What follows belongs to an exercise in optimizing a design on an open flow for small area, a short achievable clock period and few clock cycles; a production flow would make more cautious choices.
RTL that was checked went through simulation tests only; none was proved equivalent to the original.
No activity file was given, so power comes from the tool's default toggle rates.

==> run B <==
Design MyDesign, start of the top module:
module MyDesign (
    input  wire        dut_run,
    output reg         dut_busy,
    input  wire        reset_b,
    input  wire        clk,
    output wire        input_sram_write_enable,
    output wire [11:0] input_sram_write_addresss,
    output wire [15:0] input_sram_write_data,
    output wire [11:0] input_sram_read_address,
    input  wire [15:0] input_sram_read_data,
    output reg         output_sram_write_enable,
    output wire [11:0] output_sram_write_addresss,
    output wire [15:0] output_sram_write_data,
    output wire [11:0] output_sram_read_address,
    input  wire [15:0] output_sram_read_data,
    output wire        scratchpad_sram_write_enable,
    output wire [11:0] scratchpad_sram_write_addresss,
    output wire [15:0] scratchpad_sram_write_data,
    output wire [11:0] scratchpad_sram_read_address,
    input  wire [15:0] scratchpad_sram_read_data,
    output wire        weights_sram_write_enable,
    output wire [11:0] weights_sram_write_addresss,
    output wire [15:0] weights_sram_write_data,
    output wire [11:0] weights_sram_read_address,
    input  wire [15:0] weights_sram_read_data
);
clock: 11.0 ns
lec_check: 0
abc_area: 1
cap_margin: 20
core_margin: 2
core_utilization: 40
cts_buf_list: sky130_fd_sc_hd__clkbuf_8 sky130_fd_sc_hd__clkbuf_16
cts_cluster_diameter: 80
cts_cluster_size: 30
slew_margin: 20
synth_hierarchical: 1
synth_minimum_keep_size: 0
standard.sh (not shown) runs the stock make flow with config.mk's settings and CLKGATE_MAP_FILE= SYNTH_SCRIPT=/design/flow/synth_recipe.tcl, a recipe that flattens the netlist after the stock synthesis.
==> flow/flow/run.sh <==
#!/bin/bash
# Layout: the standard ORFS flow (standard.sh, unchanged synthesis),
# with repair_timing asked to keep a setup margin of 7.9 ns on the design's
# 11 ns clock, and the port buffers made as buf_2 cells.
# Each ORFS step writes its full log under orfs/logs; make's output goes to
# standard.log.
set -o pipefail
bash standard.sh SETUP_SLACK_MARGIN=7.9 "BUFFER_PORTS_ARGS=-buffer_cell sky130_fd_sc_hd__buf_2" finish > standard.log 2>&1
==> run A (differences from run B) <==
--- a/flow/design.v
+++ b/flow/design.v
@@ -1545,44 +1545,44 @@
   wire [6:0] y = acc[18] ? 7'd0 : (|acc[17:7]) ? 7'd127 : acc[6:0];
   reg [6:0] wd_lo, wd_hi;
   always @(posedge clk) begin
     wd_lo <= y;
     wd_hi <= wd_lo;
   end
   assign output_sram_write_data = {1'b0, wd_hi, 1'b0, wd_lo};
   reg [4:0] vf;
-  reg [6:0] oa;      
-  reg       odn;     
-  reg [6:0] waddr_o;
-  reg       last;
+  reg [6:0] waddr_o;   
+  reg       odn;       
+  reg       ofirst;    
+  wire      last = output_sram_write_enable & (waddr_o == 7'd97);
   always @(posedge clk) begin
     if (~reset_b) begin
       busy <= 1'b0;
       dut_busy <= 1'b0;
       vf <= 0;
       output_sram_write_enable <= 1'b0;
     end else begin
       vf <= {vf[3:0], rd & q[0] & (q[4:2] != 3'd0)};
       output_sram_write_enable <= vf[4];
       busy <= (~busy & runi) | (busy & ~last);
       dut_busy <= (~dut_busy & runi) | (dut_busy & ~last);
     end
-    last <= vf[4] & (oa == 7'd97);
     if (start) begin
-      oa <= 7'd0;
+      ofirst <= 1'b1;
       odn <= 1'b0;
     end else if (vf[4]) begin
-      waddr_o <= oa;
-      if (~odn) begin
-        if (oa >= 7'd91) begin oa <= oa + 7'd1; odn <= 1'b1; end
-        else oa <= oa + 7'd7;
+      ofirst <= 1'b0;
+      if (ofirst) waddr_o <= 7'd0;
+      else if (~odn) begin
+        if (waddr_o >= 7'd91) begin waddr_o <= waddr_o + 7'd1; odn <= 1'b1; end
+        else waddr_o <= waddr_o + 7'd7;
       end else begin
-        if (oa <= 7'd6) begin oa <= oa + 7'd1; odn <= 1'b0; end
-        else oa <= oa - 7'd7;
+        if (waddr_o <= 7'd6) begin waddr_o <= waddr_o + 7'd1; odn <= 1'b0; end
+        else waddr_o <= waddr_o - 7'd7;
       end
     end
   end
   assign output_sram_write_addresss = {5'b0, waddr_o};
 endmodule
 module fa (input wire a, input wire b, input wire c, output wire s, output wire co);
   assign s = a ^ b ^ c;
   assign co = (a & b) | (a & c) | (b & c);
==> flow/flow/run.sh (replaced) <==
#!/bin/bash
# Layout: the standard ORFS flow (standard.sh, unchanged synthesis),
# with repair_timing asked to keep a setup margin of 7.4 ns on the design's
# 11 ns clock, and the port buffers made as buf_2 cells.
# Each ORFS step writes its full log under orfs/logs; make's output goes to
# standard.log.
set -o pipefail
bash standard.sh SETUP_SLACK_MARGIN=7.4 "BUFFER_PORTS_ARGS=-buffer_cell sky130_fd_sc_hd__buf_2" finish > standard.log 2>&1
Settings changed: CORE_UTILIZATION 40 to 55.
==> run Z (differences from run B) <==
==> flow/flow/run.sh (replaced) <==
#!/bin/bash
# Layout: the standard ORFS flow (standard.sh, unchanged synthesis),
# with repair_timing asked to keep a setup margin of 7.6 ns on the design's
# 11 ns clock, and the port buffers made as buf_2 cells.
# Each ORFS step writes its full log under orfs/logs; make's output goes to
# standard.log.
set -o pipefail
bash standard.sh SETUP_SLACK_MARGIN=7.6 "BUFFER_PORTS_ARGS=-buffer_cell sky130_fd_sc_hd__buf_2" finish > standard.log 2>&1
Settings changed: CORE_UTILIZATION 40 to 65.
==> run X (differences from run B) <==
--- a/flow/design.v
+++ b/flow/design.v
@@ -1545,44 +1545,44 @@
   wire [6:0] y = acc[18] ? 7'd0 : (|acc[17:7]) ? 7'd127 : acc[6:0];
   reg [6:0] wd_lo, wd_hi;
   always @(posedge clk) begin
     wd_lo <= y;
     wd_hi <= wd_lo;
   end
   assign output_sram_write_data = {1'b0, wd_hi, 1'b0, wd_lo};
   reg [4:0] vf;
-  reg [6:0] oa;      
-  reg       odn;     
-  reg [6:0] waddr_o;
-  reg       last;
+  reg [6:0] waddr_o;   
+  reg       odn;       
+  reg       ofirst;    
+  wire      last = output_sram_write_enable & (waddr_o == 7'd97);
   always @(posedge clk) begin
     if (~reset_b) begin
       busy <= 1'b0;
       dut_busy <= 1'b0;
       vf <= 0;
       output_sram_write_enable <= 1'b0;
     end else begin
       vf <= {vf[3:0], rd & q[0] & (q[4:2] != 3'd0)};
       output_sram_write_enable <= vf[4];
       busy <= (~busy & runi) | (busy & ~last);
       dut_busy <= (~dut_busy & runi) | (dut_busy & ~last);
     end
-    last <= vf[4] & (oa == 7'd97);
     if (start) begin
-      oa <= 7'd0;
+      ofirst <= 1'b1;
       odn <= 1'b0;
     end else if (vf[4]) begin
-      waddr_o <= oa;
-      if (~odn) begin
-        if (oa >= 7'd91) begin oa <= oa + 7'd1; odn <= 1'b1; end
-        else oa <= oa + 7'd7;
+      ofirst <= 1'b0;
+      if (ofirst) waddr_o <= 7'd0;
+      else if (~odn) begin
+        if (waddr_o >= 7'd91) begin waddr_o <= waddr_o + 7'd1; odn <= 1'b1; end
+        else waddr_o <= waddr_o + 7'd7;
       end else begin
-        if (oa <= 7'd6) begin oa <= oa + 7'd1; odn <= 1'b0; end
-        else oa <= oa - 7'd7;
+        if (waddr_o <= 7'd6) begin waddr_o <= waddr_o + 7'd1; odn <= 1'b0; end
+        else waddr_o <= waddr_o - 7'd7;
       end
     end
   end
   assign output_sram_write_addresss = {5'b0, waddr_o};
 endmodule
 module fa (input wire a, input wire b, input wire c, output wire s, output wire co);
   assign s = a ^ b ^ c;
   assign co = (a & b) | (a & c) | (b & c);
==> flow/run.sh (new file) <==
#!/bin/bash
# synth_recipe.tcl (not shown) runs the flow's synth.tcl, then flattens the netlist and writes it again
# the make line also repeats each setting of config.mk as NAME=value (left out here)
make -C /OpenROAD-flow-scripts/flow DESIGN_CONFIG=/design/flow/config.mk WORK_HOME=/design/flow/orfs CLKGATE_MAP_FILE= SYNTH_SCRIPT=/design/flow/synth_recipe.tcl finish
Settings changed: CORE_UTILIZATION 40 to 55, SETUP_SLACK_MARGIN from default to 5, SLEW_MARGIN 20 to 65.
removed: flow/flow/run.sh
removed: flow/standard.sh
==> notes <==
- The highest non-clock buffer count belongs to run B, the lowest to run X.
- Clock power: run B is higher than run A (about 4%).
- Between run Z and run A, the lower sequential power is in run A (gap about 2%, measured against run A).
- The highest register-to-register slack belongs to run B, the lowest to run X.
- Setup slack, highest first: run B, run Z, run A, run X.
==> figures <==
	run Z	run A	run X	run B
Synth unique cells	43	48	48	43
Bufs w/o clock	141	151	137	269
Area of the multi-input gates	16520 µm²	16360 µm²	16910 µm²	17950 µm²
Crit path launch	kr[3]	kr[5]	waddr_o[4]	waddr_o[2]
Hold Worst Slack	0.3544 ns	0.3539 ns	0.3548 ns	0.3591 ns
Result of the run	finished clean	finished clean	finished clean	finished clean
First-pass iteration count of the detailed router	7	6	6	6
Initial antenna violation count	4	3	4	3
Slowest stage cell on the critical path	fa_2	fa_1	clkdlybuf4s50_1	edfxtp_1
Fraction of area in multi-input gates	55.49%	55.16%	55.40%	54.28%
Max incr delay on CP	0.66 ns	0.70 ns	0.62 ns	0.38 ns
Testbench counts of run A, summed over its fixed seeds: cycles 13,944.
Testbench counts of run X, summed over its fixed seeds: cycles 13,944.
Function not checked in run B and run Z: the RTL went through the layout flow alone.

* * *

==> wip/ember <==
MyDesign, a different RTL version from the one above (not shown whole).
clock: 11.0 ns
lec_check: 0
abc_area: 1
cap_margin: 20
core_margin: 2
core_utilization: 55
cts_buf_list: sky130_fd_sc_hd__clkbuf_8 sky130_fd_sc_hd__clkbuf_16
cts_cluster_diameter: 80
cts_cluster_size: 30
slew_margin: 20
synth_hierarchical: 1
synth_minimum_keep_size: 0
==> flow/flow/run.sh <==
#!/bin/bash
# Layout: the standard ORFS flow (standard.sh, unchanged synthesis),
# with repair_timing asked to keep a setup margin of 7.75 ns on the design's
# 11 ns clock, and the port buffers made as buf_2 cells.
# Each ORFS step writes its full log under orfs/logs; make's output goes to
# standard.log.
set -o pipefail
bash standard.sh SETUP_SLACK_MARGIN=7.75 "BUFFER_PORTS_ARGS=-buffer_cell sky130_fd_sc_hd__buf_2" finish > standard.log 2>&1
==> inputs of wip/onyx, as changes to wip/ember <==
--- a/flow/design.v
+++ b/flow/design.v
@@ -32,46 +32,56 @@
   assign scratchpad_sram_write_addresss = 12'b0;
   assign scratchpad_sram_write_data = 16'b0;
   assign scratchpad_sram_read_address = 12'b0;
   assign weights_sram_write_enable = 1'b0;
   assign weights_sram_write_addresss = 12'b0;
   assign weights_sram_write_data = 16'b0;
   reg busy;
   wire start = ~busy & dut_run;
-  wire runi = dut_run;
   reg       rd;
   reg [2:0] st;
   reg [4:0] q;
   reg [6:0] raddr;
   reg [2:0] waddr_w;
   wire       q_end  = (q == 5'd31);
   wire       rd_c   = rd & ~(q_end & (st == 3'd6));
   wire [4:0] q_c    = q_end ? 5'd1 : (q == 5'd1 && st != 3'd0) ? 5'd3 : q + 5'd1;
   wire [2:0] st_c   = q_end ? st + 3'd1 : st;
   wire [3:0] row_c  = st_c[0] ? ~q_c[4:1] : q_c[4:1];
   wire [2:0] col_c  = st_c + {2'b0, q_c[0]};
   always @(posedge clk) begin
-    if (~reset_b) rd <= 1'b0;
-    else rd <= start | rd_c;
-    if (start) begin
+    if (~reset_b) begin
+      rd <= 1'b0;
+      st <= 3'd0;
+      q <= 5'd0;
+      raddr <= 7'd0;
+      waddr_w <= 3'd0;
+    end else if (start) begin
+      rd <= 1'b1;
       st <= 3'd0;
       q <= 5'd1;
-    end else if (rd) begin
-      st <= st_c;
-      q <= q_c;
+      raddr <= 7'd1;
+      waddr_w <= 3'd1;
+    end else begin
+      rd <= rd_c;
+      if (rd) begin
+        st <= st_c;
+        q <= q_c;
+      end
+      raddr <= rd_c ? {row_c, col_c} : 7'd0;
+      waddr_w <= (rd && st == 3'd0 && q_c <= 5'd4) ? q_c[2:0] : 3'd0;
     end
-    raddr <= start ? 7'd1 : rd_c ? {row_c, col_c} : 7'd0;
-    waddr_w <= start ? 3'd1 : (rd && st == 3'd0 && q_c <= 5'd4) ? q_c[2:0] : 3'd0;
   end
   assign input_sram_read_address = {5'b0, raddr};
   assign weights_sram_read_address = {9'b0, waddr_w};
   reg sw;
   always @(posedge clk)
-    sw <= rd & (q == 5'd3) & (st != 3'd0);
+    if (~reset_b) sw <= 1'b0;
+    else sw <= rd & (q == 5'd3) & (st != 3'd0);
   function [11:0] booth;
     input [7:0] w;
     integer j;
     reg b2, b1, b0;
     begin
       for (j = 0; j < 4; j = j + 1) begin
         b2 = w[2*j+1]; b1 = w[2*j]; b0 = (j == 0) ? 1'b0 : w[2*j-1];
         booth[3*j]   = b1 ^ b0;
@@ -89,47 +99,38 @@
     if (ld && q == 5'd4) kd[95:72] <= {booth(weights_sram_read_data[7:0]), booth(weights_sram_read_data[15:8])};
     if (ld && q == 5'd5) kd[107:96] <= booth(weights_sram_read_data[15:8]);
     if (sw) begin
       kd[35:0] <= kd[107:72];
       kd[107:72] <= kd[35:0];
     end
   end
   reg [15:0] x0, x1, x2, x3, x4, x5;
-  reg [2:0] ph;    
+  reg [7:0]  x6;
+  reg [8:0] ph;    
   always @(posedge clk) begin
     x0 <= input_sram_read_data;
     if (sw) begin
       x1 <= x3; x2 <= x0; x3 <= x1;
     end else begin
       x1 <= x0; x2 <= x1; x3 <= x2;
     end
     x4 <= x3; x5 <= x4;
-    ph <= {3{start}} | ~ph;
-  end
-  reg [7:0] px0;
-  reg [7:0] px1;
-  reg [7:0] px2;
-  reg [7:0] px3;
-  reg [7:0] px4;
-  reg [7:0] px5;
-  reg [7:0] px6;
-  reg [7:0] px7;
-  reg [7:0] px8;
-  always @(posedge clk) begin
-    px0 <= ph[0] ? x5[7:0] : x4[15:8];
-    px1 <= ph[1] ? x4[15:8] : x4[7:0];
-    px2 <= ph[2] ? x4[7:0] : x3[15:8];
-    px3 <= ph[0] ? x3[7:0] : x2[15:8];
-    px4 <= ph[1] ? x2[15:8] : x2[7:0];
-    px5 <= ph[2] ? x2[7:0] : x1[15:8];
-    px6 <= ph[0] ? x1[7:0] : x0[15:8];
-    px7 <= ph[1] ? x0[15:8] : x0[7:0];
-    px8 <= ph[2] ? x0[7:0] : input_sram_read_data[15:8];
+    x6 <= x5[7:0];
+    ph <= {9{start}} | ~ph;
   end
+  wire [7:0] px0 = ph[0] ? x5[15:8] : x6[7:0];
+  wire [7:0] px1 = ph[1] ? x5[7:0] : x5[15:8];
+  wire [7:0] px2 = ph[2] ? x4[15:8] : x5[7:0];
+  wire [7:0] px3 = ph[3] ? x3[15:8] : x4[7:0];
+  wire [7:0] px4 = ph[4] ? x3[7:0] : x3[15:8];
+  wire [7:0] px5 = ph[5] ? x2[15:8] : x3[7:0];
+  wire [7:0] px6 = ph[6] ? x1[15:8] : x2[7:0];
+  wire [7:0] px7 = ph[7] ? x1[7:0] : x1[15:8];
+  wire [7:0] px8 = ph[8] ? x0[15:8] : x1[7:0];
   wire [11:0] kd0 = kd[11:0];
   wire [11:0] kd1 = kd[23:12];
   wire [11:0] kd2 = kd[35:24];
   wire [11:0] kd3 = kd[47:36];
   wire [11:0] kd4 = kd[59:48];
   wire [11:0] kd5 = kd[71:60];
   wire [11:0] kd6 = kd[83:72];
   wire [11:0] kd7 = kd[95:84];
@@ -1480,34 +1481,38 @@
   reg [6:0] waddr_o;
   reg       last;
   always @(posedge clk) begin
     if (~reset_b) begin
       busy <= 1'b0;
       dut_busy <= 1'b0;
       vf <= 0;
       output_sram_write_enable <= 1'b0;
+      last <= 1'b0;
+      oa <= 7'd0;
+      odn <= 1'b0;
+      waddr_o <= 7'd0;
     end else begin
       vf <= {vf[3:0], rd & q[0] & (q[4:2] != 3'd0)};
       output_sram_write_enable <= vf[4];
-      busy <= (~busy & runi) | (busy & ~last);
-      dut_busy <= (~dut_busy & runi) | (dut_busy & ~last);
-    end
-    last <= vf[4] & (oa == 7'd97);
-    if (start) begin
-      oa <= 7'd0;
-      odn <= 1'b0;
-    end else if (vf[4]) begin
-      waddr_o <= oa;
-      if (~odn) begin
-        if (oa >= 7'd91) begin oa <= oa + 7'd1; odn <= 1'b1; end
-        else oa <= oa + 7'd7;
-      end else begin
-        if (oa <= 7'd6) begin oa <= oa + 7'd1; odn <= 1'b0; end
-        else oa <= oa - 7'd7;
+      last <= vf[4] & (oa == 7'd97);
+      busy <= (~busy & dut_run) | (busy & ~last);
+      dut_busy <= (~dut_busy & dut_run) | (dut_busy & ~last);
+      if (start) begin
+        oa <= 7'd0;
+        odn <= 1'b0;
+      end else if (vf[4]) begin
+        waddr_o <= oa;
+        if (~odn) begin
+          if (oa >= 7'd91) begin oa <= oa + 7'd1; odn <= 1'b1; end
+          else oa <= oa + 7'd7;
+        end else begin
+          if (oa <= 7'd6) begin oa <= oa + 7'd1; odn <= 1'b0; end
+          else oa <= oa - 7'd7;
+        end
       end
     end
   end
   assign output_sram_write_addresss = {5'b0, waddr_o};
 endmodule
 module fa (input wire a, input wire b, input wire c, output wire s, output wire co);
   assign s = a ^ b ^ c;
   assign co = (a & b) | (a & c) | (b & c);
==> flow/run.sh (new file) <==
#!/bin/bash
# synth_recipe.tcl (not shown) runs the flow's synth.tcl, then flattens the netlist and writes it again
# the make line also repeats each setting of config.mk as NAME=value (left out here)
make -C /OpenROAD-flow-scripts/flow DESIGN_CONFIG=/design/flow/config.mk WORK_HOME=/design/flow/orfs CLKGATE_MAP_FILE= SYNTH_SCRIPT=/design/flow/synth_recipe.tcl finish
Settings changed: CORE_UTILIZATION 55 to 40, CTS_BUF_LIST sky130_fd_sc_hd__clkbuf_8 sky130_fd_sc_hd__clkbuf_16 to default, CTS_CLUSTER_DIAMETER 80 to default, CTS_CLUSTER_SIZE 30 to default, SLEW_MARGIN 20 to 65.
removed: flow/flow/run.sh
removed: flow/standard.sh
==> inputs of wip/tundra, as changes to wip/ember <==
--- a/flow/design.v
+++ b/flow/design.v
@@ -32,46 +32,56 @@
   assign scratchpad_sram_write_addresss = 12'b0;
   assign scratchpad_sram_write_data = 16'b0;
   assign scratchpad_sram_read_address = 12'b0;
   assign weights_sram_write_enable = 1'b0;
   assign weights_sram_write_addresss = 12'b0;
   assign weights_sram_write_data = 16'b0;
   reg busy;
   wire start = ~busy & dut_run;
-  wire runi = dut_run;
   reg       rd;
   reg [2:0] st;
   reg [4:0] q;
   reg [6:0] raddr;
   reg [2:0] waddr_w;
   wire       q_end  = (q == 5'd31);
   wire       rd_c   = rd & ~(q_end & (st == 3'd6));
   wire [4:0] q_c    = q_end ? 5'd1 : (q == 5'd1 && st != 3'd0) ? 5'd3 : q + 5'd1;
   wire [2:0] st_c   = q_end ? st + 3'd1 : st;
   wire [3:0] row_c  = st_c[0] ? ~q_c[4:1] : q_c[4:1];
   wire [2:0] col_c  = st_c + {2'b0, q_c[0]};
   always @(posedge clk) begin
-    if (~reset_b) rd <= 1'b0;
-    else rd <= start | rd_c;
-    if (start) begin
+    if (~reset_b) begin
+      rd <= 1'b0;
+      st <= 3'd0;
+      q <= 5'd0;
+      raddr <= 7'd0;
+      waddr_w <= 3'd0;
+    end else if (start) begin
+      rd <= 1'b1;
       st <= 3'd0;
       q <= 5'd1;
-    end else if (rd) begin
-      st <= st_c;
-      q <= q_c;
+      raddr <= 7'd1;
+      waddr_w <= 3'd1;
+    end else begin
+      rd <= rd_c;
+      if (rd) begin
+        st <= st_c;
+        q <= q_c;
+      end
+      raddr <= rd_c ? {row_c, col_c} : 7'd0;
+      waddr_w <= (rd && st == 3'd0 && q_c <= 5'd4) ? q_c[2:0] : 3'd0;
     end
-    raddr <= start ? 7'd1 : rd_c ? {row_c, col_c} : 7'd0;
-    waddr_w <= start ? 3'd1 : (rd && st == 3'd0 && q_c <= 5'd4) ? q_c[2:0] : 3'd0;
   end
   assign input_sram_read_address = {5'b0, raddr};
   assign weights_sram_read_address = {9'b0, waddr_w};
   reg sw;
   always @(posedge clk)
-    sw <= rd & (q == 5'd3) & (st != 3'd0);
+    if (~reset_b) sw <= 1'b0;
+    else sw <= rd & (q == 5'd3) & (st != 3'd0);
   function [11:0] booth;
     input [7:0] w;
     integer j;
     reg b2, b1, b0;
     begin
       for (j = 0; j < 4; j = j + 1) begin
         b2 = w[2*j+1]; b1 = w[2*j]; b0 = (j == 0) ? 1'b0 : w[2*j-1];
         booth[3*j]   = b1 ^ b0;
@@ -89,47 +99,38 @@
     if (ld && q == 5'd4) kd[95:72] <= {booth(weights_sram_read_data[7:0]), booth(weights_sram_read_data[15:8])};
     if (ld && q == 5'd5) kd[107:96] <= booth(weights_sram_read_data[15:8]);
     if (sw) begin
       kd[35:0] <= kd[107:72];
       kd[107:72] <= kd[35:0];
     end
   end
   reg [15:0] x0, x1, x2, x3, x4, x5;
-  reg [2:0] ph;    
+  reg [7:0]  x6;
+  reg [8:0] ph;    
   always @(posedge clk) begin
     x0 <= input_sram_read_data;
     if (sw) begin
       x1 <= x3; x2 <= x0; x3 <= x1;
     end else begin
       x1 <= x0; x2 <= x1; x3 <= x2;
     end
     x4 <= x3; x5 <= x4;
-    ph <= {3{start}} | ~ph;
-  end
-  reg [7:0] px0;
-  reg [7:0] px1;
-  reg [7:0] px2;
-  reg [7:0] px3;
-  reg [7:0] px4;
-  reg [7:0] px5;
-  reg [7:0] px6;
-  reg [7:0] px7;
-  reg [7:0] px8;
-  always @(posedge clk) begin
-    px0 <= ph[0] ? x5[7:0] : x4[15:8];
-    px1 <= ph[1] ? x4[15:8] : x4[7:0];
-    px2 <= ph[2] ? x4[7:0] : x3[15:8];
-    px3 <= ph[0] ? x3[7:0] : x2[15:8];
-    px4 <= ph[1] ? x2[15:8] : x2[7:0];
-    px5 <= ph[2] ? x2[7:0] : x1[15:8];
-    px6 <= ph[0] ? x1[7:0] : x0[15:8];
-    px7 <= ph[1] ? x0[15:8] : x0[7:0];
-    px8 <= ph[2] ? x0[7:0] : input_sram_read_data[15:8];
+    x6 <= x5[7:0];
+    ph <= {9{start}} | ~ph;
   end
+  wire [7:0] px0 = ph[0] ? x5[15:8] : x6[7:0];
+  wire [7:0] px1 = ph[1] ? x5[7:0] : x5[15:8];
+  wire [7:0] px2 = ph[2] ? x4[15:8] : x5[7:0];
+  wire [7:0] px3 = ph[3] ? x3[15:8] : x4[7:0];
+  wire [7:0] px4 = ph[4] ? x3[7:0] : x3[15:8];
+  wire [7:0] px5 = ph[5] ? x2[15:8] : x3[7:0];
+  wire [7:0] px6 = ph[6] ? x1[15:8] : x2[7:0];
+  wire [7:0] px7 = ph[7] ? x1[7:0] : x1[15:8];
+  wire [7:0] px8 = ph[8] ? x0[15:8] : x1[7:0];
   wire [11:0] kd0 = kd[11:0];
   wire [11:0] kd1 = kd[23:12];
   wire [11:0] kd2 = kd[35:24];
   wire [11:0] kd3 = kd[47:36];
   wire [11:0] kd4 = kd[59:48];
   wire [11:0] kd5 = kd[71:60];
   wire [11:0] kd6 = kd[83:72];
   wire [11:0] kd7 = kd[95:84];
@@ -1480,34 +1481,38 @@
   reg [6:0] waddr_o;
   reg       last;
   always @(posedge clk) begin
     if (~reset_b) begin
       busy <= 1'b0;
       dut_busy <= 1'b0;
       vf <= 0;
       output_sram_write_enable <= 1'b0;
+      last <= 1'b0;
+      oa <= 7'd0;
+      odn <= 1'b0;
+      waddr_o <= 7'd0;
     end else begin
       vf <= {vf[3:0], rd & q[0] & (q[4:2] != 3'd0)};
       output_sram_write_enable <= vf[4];
-      busy <= (~busy & runi) | (busy & ~last);
-      dut_busy <= (~dut_busy & runi) | (dut_busy & ~last);
-    end
-    last <= vf[4] & (oa == 7'd97);
-    if (start) begin
-      oa <= 7'd0;
-      odn <= 1'b0;
-    end else if (vf[4]) begin
-      waddr_o <= oa;
-      if (~odn) begin
-        if (oa >= 7'd91) begin oa <= oa + 7'd1; odn <= 1'b1; end
-        else oa <= oa + 7'd7;
-      end else begin
-        if (oa <= 7'd6) begin oa <= oa + 7'd1; odn <= 1'b0; end
-        else oa <= oa - 7'd7;
+      last <= vf[4] & (oa == 7'd97);
+      busy <= (~busy & dut_run) | (busy & ~last);
+      dut_busy <= (~dut_busy & dut_run) | (dut_busy & ~last);
+      if (start) begin
+        oa <= 7'd0;
+        odn <= 1'b0;
+      end else if (vf[4]) begin
+        waddr_o <= oa;
+        if (~odn) begin
+          if (oa >= 7'd91) begin oa <= oa + 7'd1; odn <= 1'b1; end
+          else oa <= oa + 7'd7;
+        end else begin
+          if (oa <= 7'd6) begin oa <= oa + 7'd1; odn <= 1'b0; end
+          else oa <= oa - 7'd7;
+        end
       end
     end
   end
   assign output_sram_write_addresss = {5'b0, waddr_o};
 endmodule
 module fa (input wire a, input wire b, input wire c, output wire s, output wire co);
   assign s = a ^ b ^ c;
   assign co = (a & b) | (a & c) | (b & c);
==> flow/run.sh (new file) <==
#!/bin/bash
# synth_recipe.tcl (not shown) runs the flow's synth.tcl, then flattens the netlist and writes it again
# the make line also repeats each setting of config.mk as NAME=value (left out here)
make -C /OpenROAD-flow-scripts/flow DESIGN_CONFIG=/design/flow/config.mk WORK_HOME=/design/flow/orfs CLKGATE_MAP_FILE= SYNTH_SCRIPT=/design/flow/synth_recipe.tcl finish
Settings changed: CORE_UTILIZATION 55 to 40, CTS_BUF_LIST sky130_fd_sc_hd__clkbuf_8 sky130_fd_sc_hd__clkbuf_16 to default, CTS_CLUSTER_DIAMETER 80 to default, CTS_CLUSTER_SIZE 30 to default.
removed: flow/flow/run.sh
removed: flow/standard.sh
==> qor summary <==
| item | wip/tundra | wip/ember | wip/onyx |
|---|---|---|---|
| Result of the run | finished clean | finished clean | finished clean |
| Non-filler instance count after layout | 3670 | 3627 | 3733 |
| Met1 demand-to-capacity share in global routing | 34.4% | 45.2% | 33.8% |
| Setup repair after global routing missed its margin | false | true | false |
| Layout sequential cell count | 439 | 489 | 439 |
| Cell Area, Synth | 27600 um^2 | 28800 um^2 | 27600 um^2 |
| Worst EP required | 11.45 ns | 11.50 ns | 11.43 ns |
| Tightest slew margin relative to the limit | 19.3% | 34.4% | 65.0% |
| Power of the combinational group | 4.07 mW | 5.33 mW | 4.11 mW |
| Post-place instance area | 28900 um^2 | 29300 um^2 | 29800 um^2 |
| Capture point of the worst reg-to-reg path | r586$_DFF_P_ | r570$_DFF_P_ | r586$_DFF_P_ |
| Area of the multi-input gates | 15900 um^2 | 16000 um^2 | 16400 um^2 |
| Number of antenna violations at the first check in global routing | 5 | 4 | 5 |
| Sum of routed wire length over all layers | 89700 um | 92200 um | 89900 um |
No functional check of the RTL was part of any run of this note.

-- static timing again, ports no longer ideal --
In the flow no input, the clock included, has a driving cell. The finished layouts below were timed again as built, in two steps. Step 1 sets driving cells, clkbuf_16 on the clock port and buf_2 on the other inputs (assumed; they add their load-dependent delay and slew). Step 2 also shifts input and output timing later by t, the mid clock arrival at the registers, as if the neighbouring blocks saw the same clock. Slacks: ideal / step 1 / step 2; pairs: ideal / step 1.
| run | t (ns) | setup WS [ns] | clock arrival spread, ns | slew at the worst register clock pin (ns) |
|---|---|---|---|---|
| run B | 0.659 | 7.679 / 7.615 / 7.443 | 0.028 / 0.029 | 0.11 / 0.11 |
| run A | 0.642 | 7.431 / 7.414 / 7.188 | 0.038 / 0.038 | 0.12 / 0.12 |
| run Z | 0.639 | 7.589 / 7.589 / 7.175 | 0.030 / 0.030 | 0.11 / 0.11 |
| run X | 0.646 | 6.993 / 6.933 / 7.242 | 0.038 / 0.038 | 0.11 / 0.11 |
| wip/ember | 0.667 | 7.523 / 7.523 / 7.288 | 0.047 / 0.047 | 0.12 / 0.12 |
| wip/onyx | 0.651 | 7.078 / 7.078 / 7.078 | 0.029 / 0.028 | 0.07 / 0.07 |
| wip/tundra | 0.661 | 6.408 / 6.408 / 6.138 | 0.029 / 0.029 | 0.07 / 0.07 |
After both steps setup and hold are still met in every run listed. For run Z, which loses most, drivers alone change the setup slack by 0.000 ns; drivers and shift together by -0.414 ns.
